This is an optimization exercise on Yosys and OpenROAD, whose aim is small area, not a production implementation.
The RTL was checked by simulation tests, not by an equivalence proof against the original design.
No driver is modelled on the clock port, so clocking that relies on it looks cheaper here than on a real chip.
Power and IR drop assume default switching activity.

===== design/flow/config.mk =====
export PLATFORM = sky130hd
export DESIGN_NAME = lab4_branch_BranchGShare
export DESIGN_NICKNAME = lab4_branch_BranchGShare
export VERILOG_FILES = /design/flow/design.v
export SDC_FILE = /design/flow/constraint.sdc
export NUM_CORES = 8
export LEC_CHECK = 0
export CAP_MARGIN = 20
export CORE_MARGIN = 2
export CORE_UTILIZATION = 66
export SLEW_MARGIN = 20
export SYNTH_HIERARCHICAL = 1

===== design/flow/constraint.sdc =====
create_clock -name core_clock -period 12.0 [get_ports {clk}]
set_input_delay 2.4000 -clock core_clock [delete_from_list [all_inputs] [get_ports {clk}]]
set_output_delay 2.4000 -clock core_clock [all_outputs]
set_load 0.01 [all_outputs]

===== design/flow/design.v =====
module lab4_branch_BranchGShareCtrl
(
    input  logic       update_en,
    input  logic       update_val,
    input  logic [1:0] cur_cnt,
    output logic [1:0] next_cnt
);
always_comb begin
    if (update_en && update_val && cur_cnt != 2'b11)
        next_cnt = cur_cnt + 2'b01;
    else if (update_en && !update_val && cur_cnt != 2'b00)
        next_cnt = cur_cnt - 2'b01;
    else
        next_cnt = cur_cnt;
end
endmodule
module lab4_branch_BranchGShareBit
(
  input  logic clk,
  input  logic wr,
  input  logic wr_n,
  input  logic c,
  output logic s
);
always_ff @(posedge clk)
  s <= ~((s | wr) & (wr_n | c));
endmodule
module lab4_branch_BranchGShareRead8
(
  input  logic [7:0] s,
  input  logic [7:0] wr_n,
  output logic       rd
);
assign rd = |(~s & ~wr_n);
endmodule
module lab4_branch_BranchGShareCol
#(
  parameter ROWS = 64
)
(
  input  logic            clk,
  input  logic [ROWS-1:0] wr,
  input  logic [ROWS-1:0] wr_n,
  input  logic            c0,
  input  logic            c1,
  output logic            rd0_n,     
  output logic            rd1_n      
);
logic [ROWS-1:0] s0;
logic [ROWS-1:0] s1;
genvar j;
generate
  for (j = 0; j < ROWS; j++) begin : g_ent
    lab4_branch_BranchGShareBit b0
    (
      .clk  (clk),
      .wr   (wr[j]),
      .wr_n (wr_n[j]),
      .c    (c0),
      .s    (s0[j])
    );
    lab4_branch_BranchGShareBit b1
    (
      .clk  (clk),
      .wr   (wr[j]),
      .wr_n (wr_n[j]),
      .c    (c1),
      .s    (s1[j])
    );
  end
endgenerate
logic [ROWS/8-1:0] rd0_p, rd1_p;
generate
  for (j = 0; j < ROWS/8; j++) begin : g_rd
    lab4_branch_BranchGShareRead8 r0
    (
      .s    (s0[8*j+7:8*j]),
      .wr_n (wr_n[8*j+7:8*j]),
      .rd   (rd0_p[j])
    );
    lab4_branch_BranchGShareRead8 r1
    (
      .s    (s1[8*j+7:8*j]),
      .wr_n (wr_n[8*j+7:8*j]),
      .rd   (rd1_p[j])
    );
  end
endgenerate
assign rd0_n = |rd0_p;
assign rd1_n = |rd1_p;
endmodule
module lab4_branch_BranchGShareDpath
#(
  parameter PHT_size  = 2048
)
(
  input  logic       clk,
  input  logic       reset,
  input  logic       update_en,
  input  logic       update_val,
  input  logic[31:0] PC,
  input  logic [1:0] next_cnt,
  output logic [1:0] cur_cnt,
  output logic       prediction
);
localparam IW   = $clog2(PHT_size);
localparam CW   = 5;
localparam RW   = IW - CW;
localparam COLS = 1 << CW;
localparam ROWS = 1 << RW;
logic [IW-1:0] ghr;
logic          phase;
logic [IW-1:0] idx;
assign idx = PC[IW+1:2] ^ ghr;
logic [RW-1:0] ridx;
logic [CW-1:0] cidx;
assign ridx = idx[IW-1:CW];
assign cidx = idx[CW-1:0];
logic [ROWS-1:0] rsel;
logic [ROWS-1:0] wr, wr_n;
genvar j, k;
generate
  for (j = 0; j < ROWS; j++) begin : g_rsel
    assign rsel[j] = (ridx == j);
  end
endgenerate
assign wr   = rsel | {ROWS{reset}};
assign wr_n = ~rsel;
logic [COLS-1:0] c0, c1;
logic [COLS-1:0] rd0_n, rd1_n;
generate
  for (k = 0; k < COLS; k++) begin : g_col
    lab4_branch_BranchGShareCol #(.ROWS(ROWS)) col
    (
      .clk   (clk),
      .wr    (wr),
      .wr_n  (wr_n),
      .c0    (c0[k]),
      .c1    (c1[k]),
      .rd0_n (rd0_n[k]),
      .rd1_n (rd1_n[k])
    );
  end
endgenerate
logic s0, s1;    
assign s0 = ~rd0_n[cidx];
assign s1 = ~rd1_n[cidx];
assign cur_cnt    = {s1 ^ phase, s0 ^ phase};
assign prediction = s1 ^ phase;
logic w0, w1;    
assign w0 = next_cnt[0] ^ phase;
assign w1 = next_cnt[1] ^ phase;
generate
  for (k = 0; k < COLS; k++) begin : g_cl
    assign c0[k] = reset | ((cidx == k) ? w0 : ~rd0_n[k]);
    assign c1[k] = reset | ((cidx == k) ? w1 : ~rd1_n[k]);
  end
endgenerate
always_ff @(posedge clk) begin
  phase <= ~reset & ~phase;
  if (reset)          ghr <= {IW{1'b0}};
  else if (update_en) ghr <= {ghr[IW-2:0], update_val};
end
endmodule
module lab4_branch_BranchGShare
#(
  parameter PHT_size  = 2048
)
(
  input  logic clk,
  input  logic reset,
  input  logic update_en,
  input  logic update_val,
  input  logic [31:0] PC,
  output logic prediction
);
logic [1:0] cur_cnt;
logic [1:0] next_cnt;
lab4_branch_BranchGShareCtrl ctrl
(
  .update_en  (update_en),
  .update_val (update_val),
  .cur_cnt    (cur_cnt),
  .next_cnt   (next_cnt)
);
lab4_branch_BranchGShareDpath
#(
  .PHT_size(PHT_size)
)
dpath
(
  .clk        (clk),
  .reset      (reset),
  .update_en  (update_en),
  .update_val (update_val),
  .PC         (PC),
  .next_cnt   (next_cnt),
  .cur_cnt    (cur_cnt),
  .prediction (prediction)
);
endmodule

===== design/flow/flow/run.sh =====
#!/bin/bash
# Own layout flow: the standard synthesis unchanged, then the standard ORFS
# steps with smaller buffers for the resizer, and a leaner clock tree.
# Each part's output goes to its own log in this folder.
set -euo pipefail
H=$(pwd)/flow/dont_use.tcl
G=$(pwd)/flow/grt_hook.tcl
bash standard.sh synth > synth.log 2>&1
export PRE_GLOBAL_PLACE_TCL=$H PRE_RESIZE_TCL=$H PRE_CTS_TCL=$H PRE_GLOBAL_ROUTE_TCL=$G
export BUFFER_PORTS_ARGS="-buffer_cell sky130_fd_sc_hd__buf_2"
export CTS_ARGS="-sink_clustering_enable -repair_clock_nets -buf_list sky130_fd_sc_hd__clkbuf_16 -sink_clustering_size 30 -sink_clustering_max_diameter 60 -dont_use_dummy_load"
bash standard.sh \
  PRE_GLOBAL_PLACE_TCL=$H PRE_RESIZE_TCL=$H PRE_CTS_TCL=$H PRE_GLOBAL_ROUTE_TCL=$G \
  "BUFFER_PORTS_ARGS=$BUFFER_PORTS_ARGS" "CTS_ARGS=$CTS_ARGS" \
  finish > layout.log 2>&1

===== design/flow/flow/dont_use.tcl =====
# Keep the resizer to small buffers: it otherwise drives the long row and
# column lines of the PHT array with buf_12/buf_16 cells.
set_dont_use {sky130_fd_sc_hd__buf_6 sky130_fd_sc_hd__buf_8 sky130_fd_sc_hd__buf_12
  sky130_fd_sc_hd__buf_16 sky130_fd_sc_hd__bufinv_8 sky130_fd_sc_hd__bufinv_16
  sky130_fd_sc_hd__bufbuf_8 sky130_fd_sc_hd__bufbuf_16}

===== design/flow/flow/grt_hook.tcl =====
source [file join [file dirname [info script]] dont_use.tcl]
set ::env(CAP_MARGIN) 45
set ::env(SLEW_MARGIN) 45

===== design/flow/standard.sh =====
#!/bin/bash
# synth_recipe.tcl (not shown) runs the flow's synth.tcl, then flattens the netlist and writes it again
# the make line also repeats each setting of config.mk as NAME=value (left out here)
make -C /OpenROAD-flow-scripts/flow DESIGN_CONFIG=/design/flow/config.mk WORK_HOME=/design/flow/orfs CLKGATE_MAP_FILE= SYNTH_SCRIPT=/design/flow/synth_recipe.tcl "${@:-finish}"

==> metrics.md, run 1 <==
| Metric | Value |
|---|---|
| Clock insertion delay at the later pin of the skew report | `0.91 ns` |
| Total setup buffers inserted after CTS | `0` |
| Vias in the first global route | `110k` |
| Sequential fraction of the synthesis area | `63.9%` |
| Library cells used by synthesis | `37` |
| Routed via count | `119k` |
| Hold slack final | `0.443 ns` |
| Detailed-routing iteration count for the pre-antenna-repair pass | `9` |
| Peak supply drop | `0.000164 V` |
| Initial antenna violation count | `27` |
| Nets@finish | `12.4k` |
| Number of cells produced by synthesis | `11.5k` |
| Area of the core | `194000 sq um` |
| Filler cell count | `13.6k` |
| Final clock skew | `0.0824 ns` |
| Peak clock frequency supported by timing | `93.4 MHz` |
| Final routed wire length divided by cell count | `31.5 microns` |
| I/O pin total | `37` |
| DRT antenna net count | `0` |
| Iteration-0 DRC count of the detailed router | `17.1k` |
| Clock tree from TritonCTS | `yes` |
| Final non-filler cell area | `144000 sq um` |
| Vias per cell | `7.94` |
| Worst min-delay path category | `register to register` |
| Share of async-settable or async-resettable flops after synthesis | `0%` |
| RSZ-0062 raised after global routing | `no` |
| Total grt overflow | `0` |
| Worst slack at placement | `1.25 ns` |
| Dominant synthesized flop cell | `sky130_fd_sc_hd__dfxtp_1` |
| Number of storage elements in the synthesis netlist | `4108` |
| Data arrival time of the worst path | `8.30 ns` |
| Capturing element type of the critical path | `output port` |
| Initial cell density of the core | `66.3%` |
| Setup violators final | `0` |
| Run status | `complete, no violations` |
| Hold buffer count at cts | `0` |
| CP Max Fanout | `39` |
| Commonest non-fill, non-tap cells in the layout | `sky130_fd_sc_hd__o22ai_1 (6151), sky130_fd_sc_hd__dfxtp_1 (4108), sky130_fd_sc_hd__or4_1 (512), sky130_fd_sc_hd__clkbuf_16 (266), sky130_fd_sc_hd__buf_2 (228)` |
| Final worst slack | `1.30 ns` |
| Worst rel slew slack | `35.8%` |
| Critical Path Source | `PC[11]` |
| Depth of the worst hold-timing path | `1` |
| Post-synth EDFFs | `0` |
| Signed area change from the synthesized netlist to the final layout | `11.7%` |
| Power density cells | `179 nW/um^2` |
| Net count after synthesis | `11.5k` |
| Number of remaining DRC errors | `0` |
| Number of warnings printed during yosys synthesis | `9` |
| Die X | `446 microns` |
| Register-to-Register Path Depth | `27` |
| Final hold vios | `0` |
| All-Layer GR Usage | `45.1%` |
| Number of max-capacitance violations reported | `0` |
| Synthesized area per cell | `11.2 sq um` |
| Gp weighted congestion | `0.967` |
| Total wire length after detailed routing | `471 mm` |
| Max stage delay cell, worst path | `sky130_fd_sc_hd__nor4_1` |
| Clock Sinks | `4108` |
| Static leakage power | `54.0 nW` |
| Layout cells sized above 1 | `8.22%` |
| Maximum number of pins on one net before global-route repair | `75` |
| Startpoint-to-endpoint class of the critical path | `input pin to output port` |
| Number of buffers created by CTS | `194` |
| Max-slew violations | `0` |
| Ratio of final minimum period to clock period | `89.2%` |
| Standard-cell rows | `162` |
| Area after DPL | `136000 sq um` |
| Height of the die | `446 microns` |
| Summed instance area of the synthesized netlist | `129000 sq um` |
| Transition at the pin with the smallest max-transition slack | `0.955 ns` |
| HPWL after detailed placement | `286 mm` |
| Clk slew on worst S/H paths | `0.03 ns` |
| Number of resized instances in the post-cts repair step | `0` |
| Setup tns final | `0 ns` |
| Post-route minimum period | `10.70 ns` |
| Reg2reg start | `dpath.ghr[9]` |
| Kind of start point of the critical path | `input pin` |
| Cells along the critical path | `buf_2, xnor2_1, nor2_4, clkbuf_8, buf_4, nand2_4, buf_4, o22ai_1, or4_1, nor4_1, buf_1, nand2_1, mux4_1, o22ai_1, a211oi_2, a31oi_1, xor2_1, buf_2` |
| Most common library cell in the layout ignoring fill and taps | `sky130_fd_sc_hd__o22ai_1` |
| Global-route wire length before repair | `684 mm` |
| CP Data Required Time | `9.60 ns` |
| Startpoint of the worst hold path | `dpath.g_col[27].col.g_ent[57].b0.s` |
| Biggest cell delay along the critical path | `0.72 ns` |
| DIE AREA | `199000 sq um` |
| Number of buffers inserted by port buffering | `15` |
## sequential cells by signal, summed over array words and instances (netlist names)
name                        cells
dpath.g_col.col.g_ent.b0.s   2048
dpath.g_col.col.g_ent.b1.s   2048
dpath.ghr                      11
dpath.phase                     1
## modules after synthesis, one instance, submodules excluded, a selection
module | cell area [sq um] | copies in the design | flip-flops and latches
lab4_branch_BranchGShareCtrl | 103 | 1 | 0
lab4_branch_BranchGShareRead8 | 32.5 | 512 | 0
lab4_branch_BranchGShareBit | 26.3 | 4096 | 1
## cells in the mapped netlist, types with 3 or more instances
cell type	count	share of area, %
sky130_fd_sc_hd__a21o_1	60	0.35
sky130_fd_sc_hd__clkbuf_1	32	0.093
sky130_fd_sc_hd__clkbuf_8	4	0.043
sky130_fd_sc_hd__dfxtp_1	4108	64
sky130_fd_sc_hd__mux2_2	10	0.087
sky130_fd_sc_hd__mux2i_1	16	0.12
sky130_fd_sc_hd__mux4_1	9	0.18
sky130_fd_sc_hd__nand2_1	216	0.63
sky130_fd_sc_hd__nand2b_1	65	0.32
sky130_fd_sc_hd__nor2_1	70	0.20
sky130_fd_sc_hd__nor4_1	128	0.62
sky130_fd_sc_hd__o21ai_0	62	0.24
sky130_fd_sc_hd__o221ai_1	3	0.020
sky130_fd_sc_hd__o22ai_1	6151	30
sky130_fd_sc_hd__or2_2	4	0.019
sky130_fd_sc_hd__or4_1	512	3.0
sky130_fd_sc_hd__xnor2_1	14	0.095
sky130_fd_sc_hd__xor2_1	12	0.082
## metrics by stage
step | instances | utilization (%) | total power, W
2_1_floorplan | 11501 | - | 0.0174
3_3_place_gp | 14650 | 70.2 | 0.0185
3_5_place_dp | 14651 | 70.2 | 0.0187
4_1_cts | 14845 | 72.7 | 0.0253
5_1_grt | 14943 | 74.0 | 0.0263
6_report | 14952 | 74.0 | 0.0257
## path summary, 6_finish.rpt
kind,endpoint,slack (ns)
worst max-delay path,prediction,1.30
worst min-delay path,dpath.g_col[27].col.g_ent[57].b0.s,0.44
worst max register to register,dpath.g_col[30].col.g_ent[14].b1.s,3.07
worst min register to register,dpath.g_col[27].col.g_ent[57].b0.s,0.44
## critical path, delay by kind of cell
family | cells | cell delay (ns)
AOI/OAI and AO/OA | 4 | 0.62
xor gates and xnor gates | 2 | 0.89
buffers and inverters | 6 | 1.60
muxes | 1 | 0.60
and+or+nand+nor | 5 | 2.18
## per-layer routing
layer  routed length (microns)  GRT usage, %  vias up
li1                          -             -    50977
met5                       231             0        -
met4                     28600          26.7        8
met2                    203000          66.7     8142
met3                     62000          12.1     1354
met1                    178000          59.3    58266
## power breakdown
| group | total, W | internal (W) | switching, W |
|---|---|---|---|
| clock network | 0.00701 | 0.00288 | 0.00413 |
| registers | 0.0154 | 0.0148 | 0.000605 |
| logic | 0.00330 | 0.00112 | 0.00218 |
| total | 0.0257 | 0.0188 | 0.00692 |
## cell type report
type	instances	area (sq um)	area share [%]
flip-flops and latches	4108	82200	57.2
multi-input cells	7350	47900	33.3
repair buffers	737	5650	3.93
clock buffers	194	4850	3.37
well taps	2542	3180	2.21
diodes	19	47.5	0.0330
inverters	2	7.51	0.00522
## kinds of logic after synthesis
kind of cell | after synthesis | synth area share, %
simple gates | 1001 | 4.80
mux | 36 | 0.413
xor+xnor | 27 | 0.198
flops | 4108 | 63.9
fa+ha+maj | 2 | 0.0194
buf+inv | 43 | 0.170
compound gates | 6284 | 30.5
==> run 2, diff against run 1 <==
--- a/design/flow/config.mk
+++ b/design/flow/config.mk
@@ -9,3 +9,3 @@
 export CORE_MARGIN = 2
-export CORE_UTILIZATION = 66
+export CORE_UTILIZATION = 62
 export SLEW_MARGIN = 20
==> metrics.md, run 2 <==
| Metric | Value |
|---|---|
| Number of buffers created by CTS | `197` |
| Post-synth EDFFs | `0` |
| Power density cells | `179 nW/um^2` |
| Leading area contributor after synthesis | `sky130_fd_sc_hd__dfxtp_1` |
| Register-to-Register Path Depth | `26` |
| I/O pin total | `37` |
| Run status | `complete, no violations` |
| HPWL after detailed placement | `294 mm` |
| Setup tns final | `0 ns` |
| Summed instance area of the synthesized netlist | `129000 sq um` |
| Die X | `460 microns` |
| Number of resized instances in the post-cts repair step | `0` |
| Cells along the critical path | `buf_2, xnor2_1, nor2_4, clkbuf_8, clkbuf_4, nand2_4, buf_4, o22ai_1, or4_1, nor4_4, nand2_1, mux4_1, o22ai_1, a211oi_2, a31oi_1, xor2_1, buf_2` |
| Commonest non-fill, non-tap cells in the layout | `sky130_fd_sc_hd__o22ai_1 (6151), sky130_fd_sc_hd__dfxtp_1 (4108), sky130_fd_sc_hd__or4_1 (512), sky130_fd_sc_hd__clkbuf_16 (270), sky130_fd_sc_hd__buf_2 (234)` |
| Fraction of post-synthesis cell area in the top cell type by area | `63.9%` |
| Total wire length after detailed routing | `479 mm` |
| Number of cells produced by synthesis | `11.5k` |
| Total grt overflow | `0` |
| Net count after synthesis | `11.5k` |
| Gp weighted congestion | `0.977` |
| Count leader, synth | `sky130_fd_sc_hd__o22ai_1` |
| Depth of the worst hold-timing path | `1` |
| Initial antenna violation count | `22` |
| Number of max-capacitance violations reported | `0` |
| Peak supply drop | `0.000167 V` |
| Share of async-settable or async-resettable flops after synthesis | `0%` |
| Clock Sinks | `4108` |
| Iteration-0 DRC count of the detailed router | `17.2k` |
| Height of the die | `460 microns` |
| Nets@finish | `12.5k` |
| Detailed-routing iteration count for the pre-antenna-repair pass | `7` |
| Clk slew on worst S/H paths | `0.07 ns` |
| Final routed wire length divided by cell count | `31.6 microns` |
| Area of the core | `207000 sq um` |
| Biggest cell delay along the critical path | `0.74 ns` |
| Global-route wire length before repair | `695 mm` |
| Most common library cell in the layout ignoring fill and taps | `sky130_fd_sc_hd__o22ai_1` |
| Number of buffers inserted by port buffering | `15` |
| Max-slew violations | `0` |
| Maximum number of pins on one net before global-route repair | `67` |
| CP Data Required Time | `9.60 ns` |
| Reg2reg setup slack | `3.16 ns` |
| CP Max Fanout | `29` |
| Library cells used by synthesis | `37` |
| Static leakage power | `54.3 nW` |
| Filler cell count | `15.5k` |
| Standard-cell rows | `167` |
| Worst rel slew slack | `38.0%` |
| Kind of start point of the critical path | `input pin` |
| Clock tree from TritonCTS | `yes` |
| Signed area change from the synthesized netlist to the final layout | `12.2%` |
| Dominant synthesized flop cell | `sky130_fd_sc_hd__dfxtp_1` |
| Most frequent cells after synthesis | `sky130_fd_sc_hd__o22ai_1 (6151), sky130_fd_sc_hd__dfxtp_1 (4108), sky130_fd_sc_hd__or4_1 (512)` |
| Post-route minimum period | `10.75 ns` |
| Hold buffer count at cts | `0` |
| End point of the most critical hold path | `dpath.g_col[20].col.g_ent[36].b1.s` |
| Transition at the pin with the smallest max-transition slack | `0.923 ns` |
| Initial cell density of the core | `62.3%` |
| Registers with the most flip-flops | `dpath.g_col.col.g_ent.b0.s (2048), dpath.g_col.col.g_ent.b1.s (2048), dpath.ghr (11)` |
| Reg2reg start | `dpath.ghr[10]` |
| Number of remaining DRC errors | `0` |
| Area of the multi-input gates | `48000 sq um` |
| Number of cells after detailed placement | `14.9k` |
| Final clock skew | `0.0925 ns` |
| Setup violators final | `0` |
| Max stage delay cell, worst path | `sky130_fd_sc_hd__nor4_4` |
| Synthesized area per cell | `11.2 sq um` |
| Startpoint-to-endpoint class of the critical path | `input pin to output port` |
| Vias in the first global route | `109k` |
| Number of standard cells in the final layout excluding fillers | `15.2k` |
| Ratio of final minimum period to clock period | `89.6%` |
| Peak clock frequency supported by timing | `93.0 MHz` |
| Biggest area contributors in the synthesized netlist | `sky130_fd_sc_hd__dfxtp_1 (64%), sky130_fd_sc_hd__o22ai_1 (30%), sky130_fd_sc_hd__or4_1 (3.0%)` |
| Sequential fraction of the synthesis area | `63.9%` |
| Startpoint of the worst hold path | `dpath.g_col[20].col.g_ent[36].b1.s` |
| DIE AREA | `211000 sq um` |
| Worst min-delay path category | `register to register` |
| Number of warnings printed during yosys synthesis | `9` |
| Vias per cell | `7.81` |
| Clock insertion delay at the later pin of the skew report | `0.91 ns` |
| RSZ-0062 raised after global routing | `no` |
| DRT antenna net count | `0` |
| Endpoint of the worst register-to-register path | `dpath.g_col[30].col.g_ent[27].b1.s` |
| Capturing element type of the critical path | `output port` |
| Data arrival time of the worst path | `8.35 ns` |
| Final hold vios | `0` |
| Total setup buffers inserted after CTS | `0` |
| Layout cells sized above 1 | `8.61%` |
| Number of storage elements in the synthesis netlist | `4108` |
| All-Layer GR Usage | `43.3%` |
| FF/Latch Area | `82200 sq um` |
| Routed via count | `118k` |
run 2: logic make-up after synthesis:
| logic type | share of synthesized area (%) |
|---|---|
| fa+ha+maj | 0.0194 |
| simple gates | 4.80 |
| buf+inv | 0.170 |
| flops | 63.9 |
| mux | 0.413 |
| compound gates | 30.5 |
| xor+xnor | 0.198 |
run 2: worst max-delay path, delay by kind of cell:
family,cells,cell delay [ns]
compound gates,4,0.81
xor+xnor,2,0.81
buf+inv,5,1.32
mux,1,0.61
simple gates,5,2.34
run 2: report_power, final:
part           switching [W]  leakage, nW  internal (W)  total (W)
registers           0.000596         34.5        0.0148     0.0154
logic                0.00226         17.4       0.00114    0.00341
clock network        0.00416         2.43       0.00292    0.00708
total                0.00702         54.3        0.0188     0.0259
run 2: worst max-delay path by stage:
stage            from                                 end
2_1_floorplan  PC[12]   dpath.g_col[0].col.g_ent[23].b1.s
3_3_place_gp   PC[12]   dpath.g_col[9].col.g_ent[30].b1.s
3_5_place_dp   PC[12]  dpath.g_col[30].col.g_ent[27].b1.s
4_1_cts        PC[12]                          prediction
5_1_grt        PC[11]                          prediction
6_report       PC[12]                          prediction
run 2: stage by stage:
stage                     setup WS, ns  utilization, %  cell area [sq um]  hold WS, ns  power (W)
after floorplan                   2.03               -             129000        0.422     0.0174
after global placement            1.33            66.2             137000        0.429     0.0186
after detailed placement          1.22            66.2             137000        0.437     0.0188
after CTS                         1.59            68.6             142000        0.446     0.0255
after global routing              1.28            69.9             145000        0.453     0.0265
final                             1.25            69.9             145000        0.444     0.0259
run 2: layout make-up:
cell class                 instances  area share (%)
tap                             2704            2.34
sequential                      4108            56.9
antenna                           10          0.0173
inverter                           2         0.00519
timing repair buffer             780            4.11
multi-input combinational       7350            33.2
clock buffer                     197            3.41
run 2: Yosys stat by module (local to each module, per instance), a selection:
| module | cells | flip-flops and latches | area [sq um] |
|---|---|---|---|
| lab4_branch_BranchGShareCtrl | 14 | 0 | 103 |
| lab4_branch_BranchGShareRead8 | 5 | 0 | 32.5 |
| lab4_branch_BranchGShareBit | 2 | 1 | 26.3 |
run 2: per-layer routing:
| layer | wire length, microns | GRT usage, % | vias up | part of all wire, % |
|---|---|---|---|---|
| met5 | 48 | 0 | - | 0.010 |
| li1 | - | - | 51119 | - |
| met2 | 204000 | 63.1 | 7491 | 43 |
| met3 | 59600 | 9.73 | 1245 | 12 |
| met1 | 187000 | 59.1 | 58510 | 39 |
| met4 | 29000 | 25.7 | 8 | 6.1 |
==> run 3, diff against run 2 <==
==> design/flow/flow/grt_hook.tcl (replaced) <==
# Global routing step: small buffers only, and before the resizer's repair,
# upsize the drivers of lightly loaded nets whose slew is well up.
set hook_dir [file dirname [info script]]
source [file join $hook_dir dont_use.tcl]
source [file join $hook_dir weak.tcl]
if {[info procs orig_repair_design_helper] eq ""} {
  rename repair_design_helper orig_repair_design_helper
  proc repair_design_helper {} {
    weak_upsize 0.55 4
    orig_repair_design_helper
  }
}
==> design/flow/flow/weak.tcl (new file) <==
proc weak_upsize {ratio maxfo} {
  set n 0
  set added 0.0
  foreach net [get_nets *] {
    set drv [get_pins -of_objects $net -filter "direction==output"]
    if {[llength $drv] != 1} continue
    set loads [get_pins -of_objects $net -filter "direction==input"]
    if {[llength $loads] > $maxfo || [llength $loads] == 0} continue
    set slew [get_property $drv slew_max]
    if {$slew <= $ratio * 1.5} continue
    set cell [get_cells -of_objects $drv]
    set ref [get_property $cell ref_name]
    if {![regexp {^(sky130_fd_sc_hd__[a-z0-9]+)_([0-9]+)$} $ref -> base size]} continue
    foreach s {2 4 8} {
      if {$s <= $size} continue
      set new [get_lib_cells -quiet */${base}_$s]
      if {[llength $new]} {
        replace_cell $cell $new
        incr n
        break
      }
    }
  }
  puts "weak_upsize: resized $n drivers"
}
==> metrics.md, run 3 <==
| Metric | Value |
|---|---|
| Dominant synthesized flop cell | `sky130_fd_sc_hd__dfxtp_1` |
| Gp weighted congestion | `0.977` |
| Number of buffers created by CTS | `197` |
| Height of the die | `460 microns` |
| Share of async-settable or async-resettable flops after synthesis | `0%` |
| Stopping stage | `5_1_grt` |
| Area after DPL | `137000 sq um` |
| HPWL after detailed placement | `294 mm` |
| Number of warnings printed during yosys synthesis | `9` |
| Error that stopped the run | `[ERROR EST-0104] inconsistent parasitics state` |
| Net count after synthesis | `11.5k` |
| Hold buffer count at cts | `0` |
| Sequential fraction of the synthesis area | `63.9%` |
| Number of buffers inserted by port buffering | `15` |
| Count leader, synth | `sky130_fd_sc_hd__o22ai_1` |
| Clock Sinks | `4108` |
| Fraction of post-synthesis cell area in the top cell type by area | `63.9%` |
| Standard-cell rows | `167` |
| Maximum number of pins on one net before global-route repair | `67` |
| Leading area contributor after synthesis | `sky130_fd_sc_hd__dfxtp_1` |
| Die X | `460 microns` |
| Number of cells after detailed placement | `14.9k` |
| Number of resized instances in the post-cts repair step | `0` |
| Post-synth EDFFs | `0` |
| Run status | `aborted with a tool error` |
| Number of storage elements in the synthesis netlist | `4108` |
| Library cells used by synthesis | `37` |
| Biggest area contributors in the synthesized netlist | `sky130_fd_sc_hd__dfxtp_1 (64%), sky130_fd_sc_hd__o22ai_1 (30%), sky130_fd_sc_hd__or4_1 (3.0%)` |
| Most frequent cells after synthesis | `sky130_fd_sc_hd__o22ai_1 (6151), sky130_fd_sc_hd__dfxtp_1 (4108), sky130_fd_sc_hd__or4_1 (512)` |
| Total setup buffers inserted after CTS | `0` |
| Summed instance area of the synthesized netlist | `129000 sq um` |
| Number of cells produced by synthesis | `11.5k` |
| Synthesized area per cell | `11.2 sq um` |
| Initial cell density of the core | `62.3%` |
| I/O pin total | `37` |
run 3: per-module statistics from Yosys (local to each module, per instance), excerpt:
module                         flip-flops and latches  cell area (sq um)  cells
lab4_branch_BranchGShareCtrl                        0                103     14
lab4_branch_BranchGShareRead8                       0               32.5      5
lab4_branch_BranchGShareBit                         1               26.3      2
run 3: worst max-delay path by stage:
stage / startpoint / end / slack (ns) / depth (start not counted)
after floorplan: PC[12] / dpath.g_col[0].col.g_ent[23].b1.s / 2.03 / 24
after global placement: PC[12] / dpath.g_col[9].col.g_ent[30].b1.s / 1.33 / 26
after detailed placement: PC[12] / dpath.g_col[30].col.g_ent[27].b1.s / 1.22 / 26
after CTS: PC[12] / prediction / 1.59 / 16
run 3: logic make-up after synthesis:
group | synth area share [%]
flip-flops | 63.9
adder cells (fa/ha/maj) | 0.0194
multiplexers | 0.413
AND/OR/NAND/NOR | 4.80
AO/OA/AOI/OAI | 30.5
XOR/XNOR | 0.198
buffers and inverters | 0.170
run 3: metrics by stage:
stage | worst slack [ns] | hold slack, ns
4_1_cts | 1.59 | 0.446
2_1_floorplan | 2.03 | 0.422
3_3_place_gp | 1.33 | 0.429
3_5_place_dp | 1.22 | 0.437
run 3: power groups by stage:
stage / combinational, W / clock [W] / sequential (W)
2_1_floorplan: 0.00187 / 0 / 0.0155
4_1_cts: 0.00312 / 0.00707 / 0.0153
3_5_place_dp: 0.00312 / 0 / 0.0156
3_3_place_gp: 0.00302 / 0 / 0.0156
==> run 4, diff against run 3 <==
--- a/design/flow/flow/grt_hook.tcl
+++ b/design/flow/flow/grt_hook.tcl
@@ -9,2 +9,3 @@
     weak_upsize 0.55 4
+    estimate_parasitics -global_routing
     orig_repair_design_helper
==> metrics.md, run 4 <==
| Metric | Value |
|---|---|
| Run status | `aborted with a tool error` |
| Stopping stage | `5_1_grt` |
| Error that stopped the run | `[ERROR EST-0104] inconsistent parasitics state` |
| Number of storage elements in the synthesis netlist | `4108` |
| Worst slack at placement | `1.22 ns` |
| Share of async-settable or async-resettable flops after synthesis | `0%` |
| Height of the die | `460 microns` |
| Post-synth EDFFs | `0` |
| Maximum number of pins on one net before global-route repair | `67` |
| Most frequent cells after synthesis | `sky130_fd_sc_hd__o22ai_1 (6151), sky130_fd_sc_hd__dfxtp_1 (4108), sky130_fd_sc_hd__or4_1 (512)` |
| Number of resized instances in the post-cts repair step | `0` |
| Number of cells produced by synthesis | `11.5k` |
| Library cells used by synthesis | `37` |
| Synthesized area per cell | `11.2 sq um` |
| I/O pin total | `37` |
| Standard-cell rows | `167` |
| Fraction of post-synthesis cell area in the top cell type by area | `63.9%` |
| Net count after synthesis | `11.5k` |
| Dominant synthesized flop cell | `sky130_fd_sc_hd__dfxtp_1` |
| Sequential fraction of the synthesis area | `63.9%` |
| Clock Sinks | `4108` |
| Number of buffers inserted by port buffering | `15` |
| HPWL after detailed placement | `294 mm` |
| Number of buffers created by CTS | `197` |
| Leading area contributor after synthesis | `sky130_fd_sc_hd__dfxtp_1` |
| Count leader, synth | `sky130_fd_sc_hd__o22ai_1` |
| Initial cell density of the core | `62.3%` |
| Area after DPL | `137000 sq um` |
| Number of warnings printed during yosys synthesis | `9` |
| Total setup buffers inserted after CTS | `0` |
| Hold buffer count at cts | `0` |
| Biggest area contributors in the synthesized netlist | `sky130_fd_sc_hd__dfxtp_1 (64%), sky130_fd_sc_hd__o22ai_1 (30%), sky130_fd_sc_hd__or4_1 (3.0%)` |
| Die X | `460 microns` |
| Gp weighted congestion | `0.977` |
| Summed instance area of the synthesized netlist | `129000 sq um` |
[run 4: power groups by stage]
stage	clock [W]	sequential, W	combinational, W
CTS	0.00707	0.0153	0.00312
detailed placement	0	0.0156	0.00312
floorplan	0	0.0155	0.00187
global placement	0	0.0156	0.00302
[run 4: stage by stage]
stage	cells	util (%)	total power (W)
after CTS	15050	68.6	0.0255
after detailed placement	14853	66.2	0.0188
after global placement	14853	66.2	0.0186
after floorplan	11501	-	0.0174
[run 4: worst min-delay path by stage]
| stage | startpoint | end | cells past startpoint |
|---|---|---|---|
| 2_1_floorplan | dpath.g_col[0].col.g_ent[0].b0.s | dpath.g_col[0].col.g_ent[0].b0.s | 1 |
| 3_3_place_gp | dpath.g_col[6].col.g_ent[61].b1.s | dpath.g_col[6].col.g_ent[61].b1.s | 1 |
| 3_5_place_dp | dpath.g_col[23].col.g_ent[53].b1.s | dpath.g_col[23].col.g_ent[53].b1.s | 1 |
| 4_1_cts | dpath.g_col[28].col.g_ent[4].b1.s | dpath.g_col[28].col.g_ent[4].b1.s | 1 |
[run 4: cells by family after synthesis]
family,after synthesis,share of synthesized area [%]
AO/OA/AOI/OAI,6284,30.5
XOR/XNOR,27,0.198
adder cells (fa/ha/maj),2,0.0194
buffers and inverters,43,0.170
flip-flops,4108,63.9
multiplexers,36,0.413
AND/OR/NAND/NOR,1001,4.80
[run 4: per-module statistics from Yosys (local to each module, per instance), excerpt]
module,area (sq um),flip-flops and latches
lab4_branch_BranchGShareRead8,32.5,0
lab4_branch_BranchGShareCtrl,103,0
lab4_branch_BranchGShareBit,26.3,1
==> run 5, diff against run 4 <==
--- a/design/flow/design.v
+++ b/design/flow/design.v
@@ -91,2 +91,35 @@
 endmodule
+module lab4_branch_BranchGShareRowDrv
+(
+  input  logic hi,        
+  input  logic lo,        
+  input  logic hir_n,     
+  input  logic lor_n,     
+  output logic wr,
+  output logic wr_n
+);
+assign wr_n = ~(hi & lo);
+assign wr   = ~(hir_n | lor_n);
+endmodule
+module lab4_branch_BranchGShareColLine
+(
+  input  logic sel,
+  input  logic sel_n,
+  input  logic rd_n,      
+  input  logic wn,        
+  input  logic reset_n,
+  output logic c
+);
+assign c = ~((sel_n & rd_n & reset_n) | (sel & wn));
+endmodule
+module lab4_branch_BranchGShareColSel2
+(
+  input  logic sel_a_n,
+  input  logic rd_a_n,
+  input  logic sel_b_n,
+  input  logic rd_b_n,
+  output logic rd
+);
+assign rd = ~((sel_a_n | rd_a_n) & (sel_b_n | rd_b_n));
+endmodule
 module lab4_branch_BranchGShareDpath
@@ -110,2 +143,4 @@
 localparam ROWS = 1 << RW;
+localparam RH   = RW / 2;           
+localparam RL   = RW - RH;
 logic [IW-1:0] ghr;
@@ -118,12 +153,29 @@
 assign cidx = idx[CW-1:0];
-logic [ROWS-1:0] rsel;
+logic [(1<<RH)-1:0] hi, hir_n;
+logic [(1<<RL)-1:0] lo, lor_n;
+genvar j, k;
+generate
+  for (j = 0; j < (1 << RH); j++) begin : g_hi
+    assign hi[j]    = (ridx[RW-1:RL] == j);
+    assign hir_n[j] = ~(hi[j] | reset);
+  end
+  for (j = 0; j < (1 << RL); j++) begin : g_lo
+    assign lo[j]    = (ridx[RL-1:0] == j);
+    assign lor_n[j] = ~(lo[j] | reset);
+  end
+endgenerate
 logic [ROWS-1:0] wr, wr_n;
-genvar j, k;
-generate
-  for (j = 0; j < ROWS; j++) begin : g_rsel
-    assign rsel[j] = (ridx == j);
-  end
-endgenerate
-assign wr   = rsel | {ROWS{reset}};
-assign wr_n = ~rsel;
+generate
+  for (j = 0; j < ROWS; j++) begin : g_rdrv
+    lab4_branch_BranchGShareRowDrv rdrv
+    (
+      .hi    (hi[j >> RL]),
+      .lo    (lo[j % (1 << RL)]),
+      .hir_n (hir_n[j >> RL]),
+      .lor_n (lor_n[j % (1 << RL)]),
+      .wr    (wr[j]),
+      .wr_n  (wr_n[j])
+    );
+  end
+endgenerate
 logic [COLS-1:0] c0, c1;
@@ -144,5 +196,47 @@
 endgenerate
+localparam CH = CW / 2;
+localparam CL = CW - CH;
+logic [(1<<CH)-1:0] chi, chi_n;
+logic [(1<<CL)-1:0] clo, clo_n;
+generate
+  for (k = 0; k < (1 << CH); k++) begin : g_chi
+    assign chi[k]   = (cidx[CW-1:CL] == k);
+    assign chi_n[k] = ~chi[k];
+  end
+  for (k = 0; k < (1 << CL); k++) begin : g_clo
+    assign clo[k]   = (cidx[CL-1:0] == k);
+    assign clo_n[k] = ~clo[k];
+  end
+endgenerate
+logic [COLS-1:0] csel, csel_n;
+generate
+  for (k = 0; k < COLS; k++) begin : g_csel
+    assign csel[k]   = ~(chi_n[k >> CL] | clo_n[k % (1 << CL)]);
+    assign csel_n[k] = ~(chi[k >> CL] & clo[k % (1 << CL)]);
+  end
+endgenerate
+logic [COLS/2-1:0] rs0, rs1;
+generate
+  for (k = 0; k < COLS/2; k++) begin : g_cmux
+    lab4_branch_BranchGShareColSel2 m0
+    (
+      .sel_a_n (csel_n[2*k]),
+      .rd_a_n  (rd0_n[2*k]),
+      .sel_b_n (csel_n[2*k+1]),
+      .rd_b_n  (rd0_n[2*k+1]),
+      .rd      (rs0[k])
+    );
+    lab4_branch_BranchGShareColSel2 m1
+    (
+      .sel_a_n (csel_n[2*k]),
+      .rd_a_n  (rd1_n[2*k]),
+      .sel_b_n (csel_n[2*k+1]),
+      .rd_b_n  (rd1_n[2*k+1]),
+      .rd      (rs1[k])
+    );
+  end
+endgenerate
 logic s0, s1;    
-assign s0 = ~rd0_n[cidx];
-assign s1 = ~rd1_n[cidx];
+assign s0 = |rs0;
+assign s1 = |rs1;
 assign cur_cnt    = {s1 ^ phase, s0 ^ phase};
@@ -154,4 +248,20 @@
   for (k = 0; k < COLS; k++) begin : g_cl
-    assign c0[k] = reset | ((cidx == k) ? w0 : ~rd0_n[k]);
-    assign c1[k] = reset | ((cidx == k) ? w1 : ~rd1_n[k]);
+    lab4_branch_BranchGShareColLine l0
+    (
+      .sel     (csel[k]),
+      .sel_n   (csel_n[k]),
+      .rd_n    (rd0_n[k]),
+      .wn      (~w0 & ~reset),
+      .reset_n (~reset),
+      .c       (c0[k])
+    );
+    lab4_branch_BranchGShareColLine l1
+    (
+      .sel     (csel[k]),
+      .sel_n   (csel_n[k]),
+      .rd_n    (rd1_n[k]),
+      .wn      (~w1 & ~reset),
+      .reset_n (~reset),
+      .c       (c1[k])
+    );
   end
==> metrics.md, run 5 <==
| Metric | Value |
|---|---|
| Error that stopped the run | `[ERROR EST-0104] inconsistent parasitics state` |
| Number of warnings printed during yosys synthesis | `9` |
| Number of buffers created by CTS | `194` |
| Library cells used by synthesis | `25` |
| Sequential fraction of the synthesis area | `64.3%` |
| Worst slack at placement | `1.23 ns` |
| Stopping stage | `5_1_grt` |
| Fraction of post-synthesis cell area in the top cell type by area | `64.3%` |
| Most frequent cells after synthesis | `sky130_fd_sc_hd__o22ai_1 (6176), sky130_fd_sc_hd__dfxtp_1 (4108), sky130_fd_sc_hd__or4_1 (512)` |
| Share of async-settable or async-resettable flops after synthesis | `0%` |
| Area after DPL | `138000 sq um` |
| Synthesized area per cell | `11.2 sq um` |
| Number of cells produced by synthesis | `11.4k` |
| Summed instance area of the synthesized netlist | `128000 sq um` |
| Number of resized instances in the post-cts repair step | `0` |
| Number of storage elements in the synthesis netlist | `4108` |
| Maximum number of pins on one net before global-route repair | `65` |
| Initial cell density of the core | `62.4%` |
| Dominant synthesized flop cell | `sky130_fd_sc_hd__dfxtp_1` |
| Count leader, synth | `sky130_fd_sc_hd__o22ai_1` |
| Post-synth EDFFs | `0` |
| Gp weighted congestion | `0.969` |
| Hold buffer count at cts | `0` |
| Clock Sinks | `4108` |
| Leading area contributor after synthesis | `sky130_fd_sc_hd__dfxtp_1` |
| Biggest area contributors in the synthesized netlist | `sky130_fd_sc_hd__dfxtp_1 (64%), sky130_fd_sc_hd__o22ai_1 (30%), sky130_fd_sc_hd__or4_1 (3.0%)` |
| I/O pin total | `37` |
| Net count after synthesis | `11.4k` |
| Number of buffers inserted by port buffering | `15` |
| Total setup buffers inserted after CTS | `0` |
| Die X | `458 microns` |
| HPWL after detailed placement | `303 mm` |
| Run status | `aborted with a tool error` |
| Height of the die | `458 microns` |
| Standard-cell rows | `166` |
run 5: per-stage QoR:
stage / instances / utilization [%] / hold WS [ns]
3_3_place_gp: 14860 / 67.4 / 0.429
3_5_place_dp: 14861 / 67.4 / 0.437
4_1_cts: 15055 / 69.8 / 0.445
2_1_floorplan: 11381 / - / 0.422
run 5: per-module statistics from Yosys (local to each module, per instance), a selection:
module | cell area [sq um] | copies in the design | flip-flops and latches | cells
lab4_branch_BranchGShareColSel2 | 6.26 | 32 | 0 | 1
lab4_branch_BranchGShareBit | 26.3 | 4096 | 1 | 2
lab4_branch_BranchGShareCtrl | 98.8 | 1 | 0 | 13
lab4_branch_BranchGShareRowDrv | 7.51 | 64 | 0 | 2
lab4_branch_BranchGShareColLine | 8.76 | 64 | 0 | 1
lab4_branch_BranchGShareRead8 | 32.5 | 512 | 0 | 5
run 5: logic make-up after synthesis:
group           share of synthesized area (%)
xor+xnor                                0.197
compound gates                           30.7
mux                                    0.0939
fa+ha+maj                              0.0196
buf+inv                                0.0333
simple gates                             4.69
flops                                    64.3
run 5: power by group through the flow:
stage	combinational, W	sequential (W)	clock, W
after floorplan	0.00248	0.0168	0
after global placement	0.00385	0.0169	0
after detailed placement	0.00402	0.0170	0
after CTS	0.00402	0.0167	0.00698
run 5: worst max-delay path by stage:
stage / to / start / cells past startpoint / slack (ns)
after floorplan: dpath.g_col[10].col.g_ent[0].b1.s / PC[9] / 21 / 1.13
after global placement: dpath.g_col[30].col.g_ent[51].b1.s / PC[9] / 26 / 1.08
after detailed placement: dpath.g_col[30].col.g_ent[63].b1.s / PC[9] / 26 / 1.23
after CTS: prediction / PC[9] / 15 / 1.88
==> run 6, diff against run 5 <==
==> design/flow/flow/run.sh (replaced) <==
#!/bin/bash
# Own layout flow: the standard synthesis unchanged, then the standard ORFS
# steps with small buffers for the resizer, a clock tree of clkbuf_16 only,
# and after the clock tree, stronger drivers for long lightly loaded nets.
# Each part's output goes to its own log in this folder.
set -euo pipefail
H=$(pwd)/flow/dont_use.tcl
C=$(pwd)/flow/cts_post.tcl
bash standard.sh synth > synth.log 2>&1
export PRE_GLOBAL_PLACE_TCL=$H PRE_RESIZE_TCL=$H PRE_CTS_TCL=$H POST_CTS_TCL=$C PRE_GLOBAL_ROUTE_TCL=$H
export BUFFER_PORTS_ARGS="-buffer_cell sky130_fd_sc_hd__buf_2"
export CTS_ARGS="-sink_clustering_enable -repair_clock_nets -buf_list sky130_fd_sc_hd__clkbuf_16 -sink_clustering_size 30 -sink_clustering_max_diameter 60 -dont_use_dummy_load"
bash standard.sh \
  PRE_GLOBAL_PLACE_TCL=$H PRE_RESIZE_TCL=$H PRE_CTS_TCL=$H POST_CTS_TCL=$C PRE_GLOBAL_ROUTE_TCL=$H \
  "BUFFER_PORTS_ARGS=$BUFFER_PORTS_ARGS" "CTS_ARGS=$CTS_ARGS" \
  finish > layout.log 2>&1
==> design/flow/flow/cts_post.tcl (new file) <==
# After the clock tree: upsize the drivers of lightly loaded nets whose
# slew is already well up, then legalize.
source [file join [file dirname [info script]] weak.tcl]
estimate_parasitics -placement
weak_upsize 0.45 4
detailed_placement
check_placement
--- a/design/flow/flow/weak.tcl
+++ b/design/flow/flow/weak.tcl
@@ -2,3 +2,2 @@
   set n 0
-  set added 0.0
   foreach net [get_nets *] {
@@ -15,5 +14,5 @@
       if {$s <= $size} continue
-      set new [get_lib_cells -quiet */${base}_$s]
-      if {[llength $new]} {
-        replace_cell $cell $new
+      set new [[ord::get_db] findMaster ${base}_$s]
+      if {$new ne "NULL"} {
+        [[ord::get_db_block] findInst [get_full_name $cell]] swapMaster $new
         incr n
removed: design/flow/flow/grt_hook.tcl
==> metrics.md, run 6 <==
| Metric | Value |
|---|---|
| Leading area contributor after synthesis | `sky130_fd_sc_hd__dfxtp_1` |
| Run status | `complete, no violations` |
| HPWL after detailed placement | `303 mm` |
| Transition at the pin with the smallest max-transition slack | `1.22 ns` |
| Power density cells | `195 nW/um^2` |
| RSZ-0062 raised after global routing | `no` |
| Number of warnings printed during yosys synthesis | `9` |
| Signed area change from the synthesized netlist to the final layout | `12.0%` |
| Number of cells produced by synthesis | `11.4k` |
| Number of buffers inserted by port buffering | `15` |
| Nets@finish | `12.4k` |
| Number of max-capacitance violations reported | `0` |
| Clock Sinks | `4108` |
| Standard-cell rows | `166` |
| Count of buffering cells on the critical path with inverters included | `4` |
| I/O pin total | `37` |
| Die X | `458 microns` |
| Clock tree from TritonCTS | `yes` |
| Height of the die | `458 microns` |
| Area of the core | `205000 sq um` |
| Number of storage elements in the synthesis netlist | `4108` |
| Worst rel slew slack | `18.3%` |
| Number of standard cells in the final layout excluding fillers | `15.1k` |
| Total wire length after detailed routing | `482 mm` |
| Data arrival time of the worst path | `8.15 ns` |
| Post-route minimum period | `10.55 ns` |
| Sequential fraction of the synthesis area | `64.3%` |
| CP Data Required Time | `9.60 ns` |
| Layout cells sized above 1 | `8.53%` |
| CP Max Fanout | `49` |
| Initial antenna violation count | `29` |
| Total grt overflow | `0` |
| Setup tns final | `0 ns` |
| Ratio of final minimum period to clock period | `87.9%` |
| Clk slew on worst S/H paths | `0.08 ns` |
| Final clock skew | `0.0811 ns` |
| Synth Area in Simple Gates | `4.69%` |
| Routed via count | `118k` |
| Most common library cell in the layout ignoring fill and taps | `sky130_fd_sc_hd__o22ai_1` |
| All-Layer GR Usage | `43.9%` |
| Registers with the most flip-flops | `dpath.g_col.col.g_ent.b0.s (2048), dpath.g_col.col.g_ent.b1.s (2048), dpath.ghr (11)` |
| Multiplexer share of the synthesized area | `0.0939%` |
| Gp weighted congestion | `0.969` |
| Delay-heaviest family, CP | `simple AND/OR/NAND/NOR gates` |
| Most frequent cells after synthesis | `sky130_fd_sc_hd__o22ai_1 (6176), sky130_fd_sc_hd__dfxtp_1 (4108), sky130_fd_sc_hd__or4_1 (512)` |
| Global-route wire length before repair | `701 mm` |
| Biggest cell delay along the critical path | `0.84 ns` |
| Capturing element type of the critical path | `output port` |
| Vias per cell | `7.86` |
| Summed instance area of the synthesized netlist | `128000 sq um` |
| Dominant synthesized flop cell | `sky130_fd_sc_hd__dfxtp_1` |
| Detailed-routing iteration count for the pre-antenna-repair pass | `8` |
| Cells along the critical path | `buf_2, xor2_1, nor3_2, buf_1, nand2_4, buf_2, o22ai_1, or4_1, nor4_1, nand2_1, o22ai_1, nor4_1, nand4_1, xor2_1, buf_2` |
| Initial cell density of the core | `62.4%` |
| DRT antenna net count | `0` |
| Max-slew violations | `0` |
| Commonest non-fill, non-tap cells in the layout | `sky130_fd_sc_hd__o22ai_1 (6176), sky130_fd_sc_hd__dfxtp_1 (4108), sky130_fd_sc_hd__or4_1 (512), sky130_fd_sc_hd__buf_4 (309), sky130_fd_sc_hd__buf_2 (287)` |
| Number of cells after detailed placement | `14.9k` |
| Count leader, synth | `sky130_fd_sc_hd__o22ai_1` |
| Vias in the first global route | `110k` |
| Max stage delay cell, worst path | `sky130_fd_sc_hd__nand2_4` |
| Static leakage power | `52.5 nW` |
| Final hold vios | `0` |
| Number of remaining DRC errors | `0` |
| Peak supply drop | `0.000170 V` |
| Fraction of post-synthesis cell area in the top cell type by area | `64.3%` |
| End-of-flow core utilization | `70.0%` |
| Iteration-0 DRC count of the detailed router | `16.0k` |
| Biggest area contributors in the synthesized netlist | `sky130_fd_sc_hd__dfxtp_1 (64%), sky130_fd_sc_hd__o22ai_1 (30%), sky130_fd_sc_hd__or4_1 (3.0%)` |
| Peak clock frequency supported by timing | `94.8 MHz` |
| Startpoint-to-endpoint class of the critical path | `input pin to output port` |
| Worst slack at placement | `1.23 ns` |
| Kind of start point of the critical path | `input pin` |
| DIE AREA | `210000 sq um` |
| Setup violators final | `0` |
| Synthesized area per cell | `11.2 sq um` |
| Top cell by count, worst path | `sky130_fd_sc_hd__buf_2` |
| Dominant combinational cell family by area after synthesis | `compound AO/OA/AOI/OAI gates` |
| Share of async-settable or async-resettable flops after synthesis | `0%` |
| Final routed wire length divided by cell count | `32.0 microns` |
| Synth Area in XOR/XNOR | `0.197%` |
| Library cells used by synthesis | `25` |
| Synth Area in Compound Gates | `30.7%` |
| Worst min-delay path category | `register to register` |
| Maximum number of pins on one net before global-route repair | `65` |
| Clock insertion delay at the later pin of the skew report | `0.90 ns` |
| Final worst slack | `1.45 ns` |
| Net count after synthesis | `11.4k` |
| Post-synth EDFFs | `0` |
| Post-Synth Adder-Cell Area | `0.0196%` |
-- run 6: area by class of cell --
cell class | count | area [sq um]
multi-input cells | 7263 | 48200
clock buffers | 194 | 4850
flip-flops and latches | 4108 | 82200
diodes | 13 | 32.5
inverters | 4 | 20.0
repair buffers | 799 | 4520
well taps | 2688 | 3360
fillers | 15296 | 61500
-- run 6: kinds of logic (layout without fill, tap and decap cells) --
group / after synthesis / after routing
xor gates and xnor gates: 27 / 27
other: 0 / 13
DFF: 4108 / 4108
adders and majority gates: 2 / 2
buffers and inverters: 10 / 997
muxes: 12 / 12
AOI/OAI and AO/OA: 6243 / 6243
and+or+nand+nor: 979 / 979
-- run 6: final timing paths --
| check | start | end | slack (ns) | cells after the start |
|---|---|---|---|---|
| setup / recovery | PC[8] | prediction | 1.45 | 15 |
| hold / removal | dpath.g_col[1].col.g_ent[6].b1.s | dpath.g_col[1].col.g_ent[6].b1.s | 0.44 | 1 |
| setup reg to reg | dpath.ghr[6] | dpath.g_col[30].col.g_ent[55].b1.s | 3.00 | 24 |
| hold reg to reg | dpath.g_col[1].col.g_ent[6].b1.s | dpath.g_col[1].col.g_ent[6].b1.s | 0.44 | 1 |
-- run 6: routing by layer --
layer	vias up	GRT usage (%)	share of wire, %
met5	-	0	0.029
met4	22	25.2	6.6
met3	1699	11.4	13
met2	7727	65.4	43
met1	57991	57.9	38
li1	51037	-	-
-- run 6: report_power, final --
part	switching, W	leakage [nW]	internal (W)
registers	0.00108	34.6	0.0157
logic	0.00273	15.5	0.00150
clock network	0.00413	2.39	0.00288
-- run 6: per-module statistics from Yosys, one instance, submodules excluded, excerpt --
module | copies in the design | cell area [sq um] | cells inside
lab4_branch_BranchGShareColSel2 | 32 | 6.26 | 1
lab4_branch_BranchGShareRead8 | 512 | 32.5 | 5
lab4_branch_BranchGShareBit | 4096 | 26.3 | 2
lab4_branch_BranchGShareRowDrv | 64 | 7.51 | 2
lab4_branch_BranchGShareColLine | 64 | 8.76 | 1
lab4_branch_BranchGShareCtrl | 1 | 98.8 | 13
-- run 6: stage by stage --
| step | power [W] | hold slack (ns) | cell area (sq um) |
|---|---|---|---|
| global route | 0.0288 | 0.455 | 143000 |
| finish | 0.0280 | 0.445 | 143000 |
| floorplan | 0.0193 | 0.422 | 128000 |
| global placement | 0.0208 | 0.429 | 138000 |
| detailed placement | 0.0211 | 0.437 | 138000 |
==> run 7, diff against run 6 <==
--- a/design/flow/config.mk
+++ b/design/flow/config.mk
@@ -9,3 +9,3 @@
 export CORE_MARGIN = 2
-export CORE_UTILIZATION = 62
+export CORE_UTILIZATION = 66
 export SLEW_MARGIN = 20
==> metrics.md, run 7 <==
| Metric | Value |
|---|---|
| Post-synth EDFFs | `0` |
| Count leader, synth | `sky130_fd_sc_hd__o22ai_1` |
| Library cells used by synthesis | `25` |
| Total wire length after detailed routing | `480 mm` |
| Final routed wire length divided by cell count | `32.3 microns` |
| Met2 global-route usage | `65.9%` |
| Biggest area contributors in the synthesized netlist | `sky130_fd_sc_hd__dfxtp_1 (64%), sky130_fd_sc_hd__o22ai_1 (30%), sky130_fd_sc_hd__or4_1 (3.0%)` |
| Power density cells | `197 nW/um^2` |
| Final non-filler cell area | `143000 sq um` |
| Total grt overflow | `0` |
| Summed instance area of the synthesized netlist | `128000 sq um` |
| Ratio of final minimum period to clock period | `86.1%` |
| Vias in the first global route | `111k` |
| Share of async-settable or async-resettable flops after synthesis | `0%` |
| Run status | `complete, no violations` |
| Initial antenna violation count | `33` |
| Maximum number of pins on one net before global-route repair | `87` |
| Depth of the worst hold-timing path | `1` |
| RSZ-0062 raised after global routing | `no` |
| Net count after synthesis | `11.4k` |
| Final clock skew | `0.0903 ns` |
| Number of cells produced by synthesis | `11.4k` |
| Vias per cell | `7.99` |
| GRT Max-Usage Layer | `met2` |
| CP Data Required Time | `9.60 ns` |
| All-Layer GR Usage | `46.5%` |
| Register-to-Register Path Depth | `26` |
| Die X | `444 microns` |
| Clock tree from TritonCTS | `yes` |
| Startpoint-to-endpoint class of the critical path | `input pin to output port` |
| Synthesized area per cell | `11.2 sq um` |
| Number of warnings printed during yosys synthesis | `9` |
| Area after DPL | `137000 sq um` |
| Fraction of post-synthesis cell area in the top cell type by area | `64.3%` |
| Number of storage elements in the synthesis netlist | `4108` |
| Met3 Track Usage GR | `15.6%` |
| Commonest non-fill, non-tap cells in the layout | `sky130_fd_sc_hd__o22ai_1 (6176), sky130_fd_sc_hd__dfxtp_1 (4108), sky130_fd_sc_hd__or4_1 (512), sky130_fd_sc_hd__buf_2 (279), sky130_fd_sc_hd__buf_4 (232)` |
| Hold slack final | `0.442 ns` |
| Gp weighted congestion | `1.03` |
| Critical Path Source | `PC[12]` |
| Worst min-delay path category | `register to register` |
| Reg2reg start | `dpath.ghr[5]` |
| Signed area change from the synthesized netlist to the final layout | `11.5%` |
| Data arrival time of the worst path | `7.93 ns` |
| Iteration-0 DRC count of the detailed router | `16.9k` |
| Peak supply drop | `0.000169 V` |
| Worst rel slew slack | `18.9%` |
| Dominant synthesized flop cell | `sky130_fd_sc_hd__dfxtp_1` |
| DRT antenna net count | `0` |
| Static leakage power | `52.3 nW` |
| Clock Sinks | `4108` |
| Number of remaining DRC errors | `0` |
| End point of the most critical hold path | `dpath.g_col[31].col.g_ent[41].b0.s` |
| Reg2reg setup slack | `3.09 ns` |
| Clk slew on worst S/H paths | `0.05 ns` |
| HPWL after detailed placement | `303 mm` |
| I/O pin total | `37` |
| Filler cell count | `13.4k` |
| Grt met1 use | `60.2%` |
| Most common library cell in the layout ignoring fill and taps | `sky130_fd_sc_hd__o22ai_1` |
| Routed via count | `119k` |
| Transition at the pin with the smallest max-transition slack | `1.21 ns` |
| Peak clock frequency supported by timing | `96.8 MHz` |
| Most frequent cells after synthesis | `sky130_fd_sc_hd__o22ai_1 (6176), sky130_fd_sc_hd__dfxtp_1 (4108), sky130_fd_sc_hd__or4_1 (512)` |
| Initial cell density of the core | `66.4%` |
| Startpoint of the worst hold path | `dpath.g_col[31].col.g_ent[41].b0.s` |
| Sequential fraction of the synthesis area | `64.3%` |
| DIE AREA | `197000 sq um` |
| Standard-cell rows | `161` |
| CP Max Fanout | `48` |
| Final hold vios | `0` |
| Height of the die | `444 microns` |
| Area of the core | `193000 sq um` |
| Global-route wire length before repair | `696 mm` |
| Layout cells sized above 1 | `8.00%` |
| Leading area contributor after synthesis | `sky130_fd_sc_hd__dfxtp_1` |
| Post-route minimum period | `10.33 ns` |
| Max-slew violations | `0` |
| Nets@finish | `12.3k` |
| Endpoint of the worst register-to-register path | `dpath.g_col[31].col.g_ent[49].b1.s` |
| Number of max-capacitance violations reported | `0` |
| Number of buffers inserted by port buffering | `15` |
| Kind of start point of the critical path | `input pin` |
| Registers with the most flip-flops | `dpath.g_col.col.g_ent.b0.s (2048), dpath.g_col.col.g_ent.b1.s (2048), dpath.ghr (11)` |
| Detailed-routing iteration count for the pre-antenna-repair pass | `8` |
| Capturing element type of the critical path | `output port` |
| Setup violators final | `0` |
| Setup tns final | `0 ns` |
| Clock insertion delay at the later pin of the skew report | `0.90 ns` |
-- run 7: cell counts after synthesis --
No cell type changed its count.
-- run 7: per-module statistics from Yosys (local to each module, per instance), excerpt --
module	cell area [sq um]	times used
lab4_branch_BranchGShareCtrl	98.8	1
lab4_branch_BranchGShareRead8	32.5	512
lab4_branch_BranchGShareBit	26.3	4096
lab4_branch_BranchGShareColLine	8.76	64
lab4_branch_BranchGShareRowDrv	7.51	64
lab4_branch_BranchGShareColSel2	6.26	32
-- run 7: worst max path at each step --
stage,to,slack (ns),depth (start not counted)
floorplan,dpath.g_col[10].col.g_ent[0].b1.s,1.13,21
finish,prediction,1.67,16
detailed placement,dpath.g_col[14].col.g_ent[51].b1.s,1.0,27
global placement,dpath.g_col[5].col.g_ent[56].b1.s,1.04,26
global route,dpath.g_col[15].col.g_ent[60].b1.s,1.66,28
-- run 7: final cells by class --
cell class	instances	area [sq um]	area share, %
Sequential cell	4108	82200	57.7
Tap cell	2526	3160	2.22
Antenna cell	24	60.1	0.0421
Inverter	4	20.0	0.0140
Multi-Input combinational cell	7263	48400	33.9
Clock buffer	190	4750	3.33
Timing Repair Buffer	715	3950	2.77
-- run 7: layer usage --
layer  share of wire [%]  routed length [microns]  up-vias
met5               0.021                      100        -
li1                    -                        -    50776
met1                  36                   174000    57823
met3                  15                    71200     1615
met2                  41                   197000     8317
met4                 7.8                    37500       16
-- run 7: logic make-up after synthesis --
| group | count (synthesis) | share of synthesized area (%) |
|---|---|---|
| AOI/OAI and AO/OA | 6243 | 30.7 |
| DFF | 4108 | 64.3 |
| adders and majority gates | 2 | 0.0196 |
| and+or+nand+nor | 979 | 4.69 |
| muxes | 12 | 0.0939 |
| xor gates and xnor gates | 27 | 0.197 |
| buffers and inverters | 10 | 0.0333 |
-- run 7: per-stage QoR --
step / setup WS (ns) / cells / power [W] / utilization [%]
finish: 1.67 / 14830 / 0.0281 / 74.0
global route: 1.66 / 14820 / 0.0288 / 74.0
global placement: 1.04 / 14610 / 0.0209 / 71.3
floorplan: 1.13 / 11381 / 0.0193 / -
detailed placement: 0.999 / 14613 / 0.0212 / 71.3
-- run 7: critical path, cell delays in order --
cell	delay [ns]
sky130_fd_sc_hd__buf_2	0.17
sky130_fd_sc_hd__xnor2_1	0.54
sky130_fd_sc_hd__nor3_2	0.09
sky130_fd_sc_hd__buf_2	0.31
sky130_fd_sc_hd__nand2_4	0.60
sky130_fd_sc_hd__buf_4	0.45
sky130_fd_sc_hd__o22ai_1	0.16
sky130_fd_sc_hd__or4_1	0.64
sky130_fd_sc_hd__nor4_1	0.92
sky130_fd_sc_hd__buf_1	0.26
sky130_fd_sc_hd__nand2_1	0.15
sky130_fd_sc_hd__o22ai_1	0.24
sky130_fd_sc_hd__nor4_1	0.14
sky130_fd_sc_hd__nand4_1	0.12
sky130_fd_sc_hd__xor2_1	0.34
sky130_fd_sc_hd__buf_2	0.30
-- run 7: power by group --
group	internal [W]	switching (W)	total (W)
clock network	0.00282	0.00408	0.00690
logic	0.00151	0.00288	0.00439
registers	0.0157	0.00110	0.0168
total	0.0200	0.00806	0.0281

-- port drivers added, routing unchanged --
Ports are ideal in the flow. The routed layouts listed here were re-timed in OpenROAD. Step 1, drivers: a clkbuf_16 drives clk and a buf_2 each remaining input, both assumed. Step 2 times the ports against the registers' clock, not the clock port: input delays grow and output delays shrink by t, the midpoint of the rising clock arrivals with the driver on. a / b / c = no drivers / after step 1 / after step 2; a / b = the first two.
| run | shift t [ns] | setup slack, ns | hold WS [ns] |
|---|---|---|---|
| run 1 | 0.973 | 1.296 / 1.220 / 0.860 | 0.443 / 0.443 / 0.443 |
| run 2 | 0.962 | 1.251 / 1.229 / 0.944 | 0.444 / 0.444 / 0.444 |
| run 6 | 0.950 | 1.452 / 1.427 / 0.839 | 0.445 / 0.445 / 0.445 |
| run 7 | 0.958 | 1.673 / 1.615 / 0.865 | 0.442 / 0.442 / 0.442 |
After both steps setup and hold are still met in every run listed. The setup slack of run 7, which loses most, moves by -0.058 ns with the drivers and by -0.808 ns with both steps.
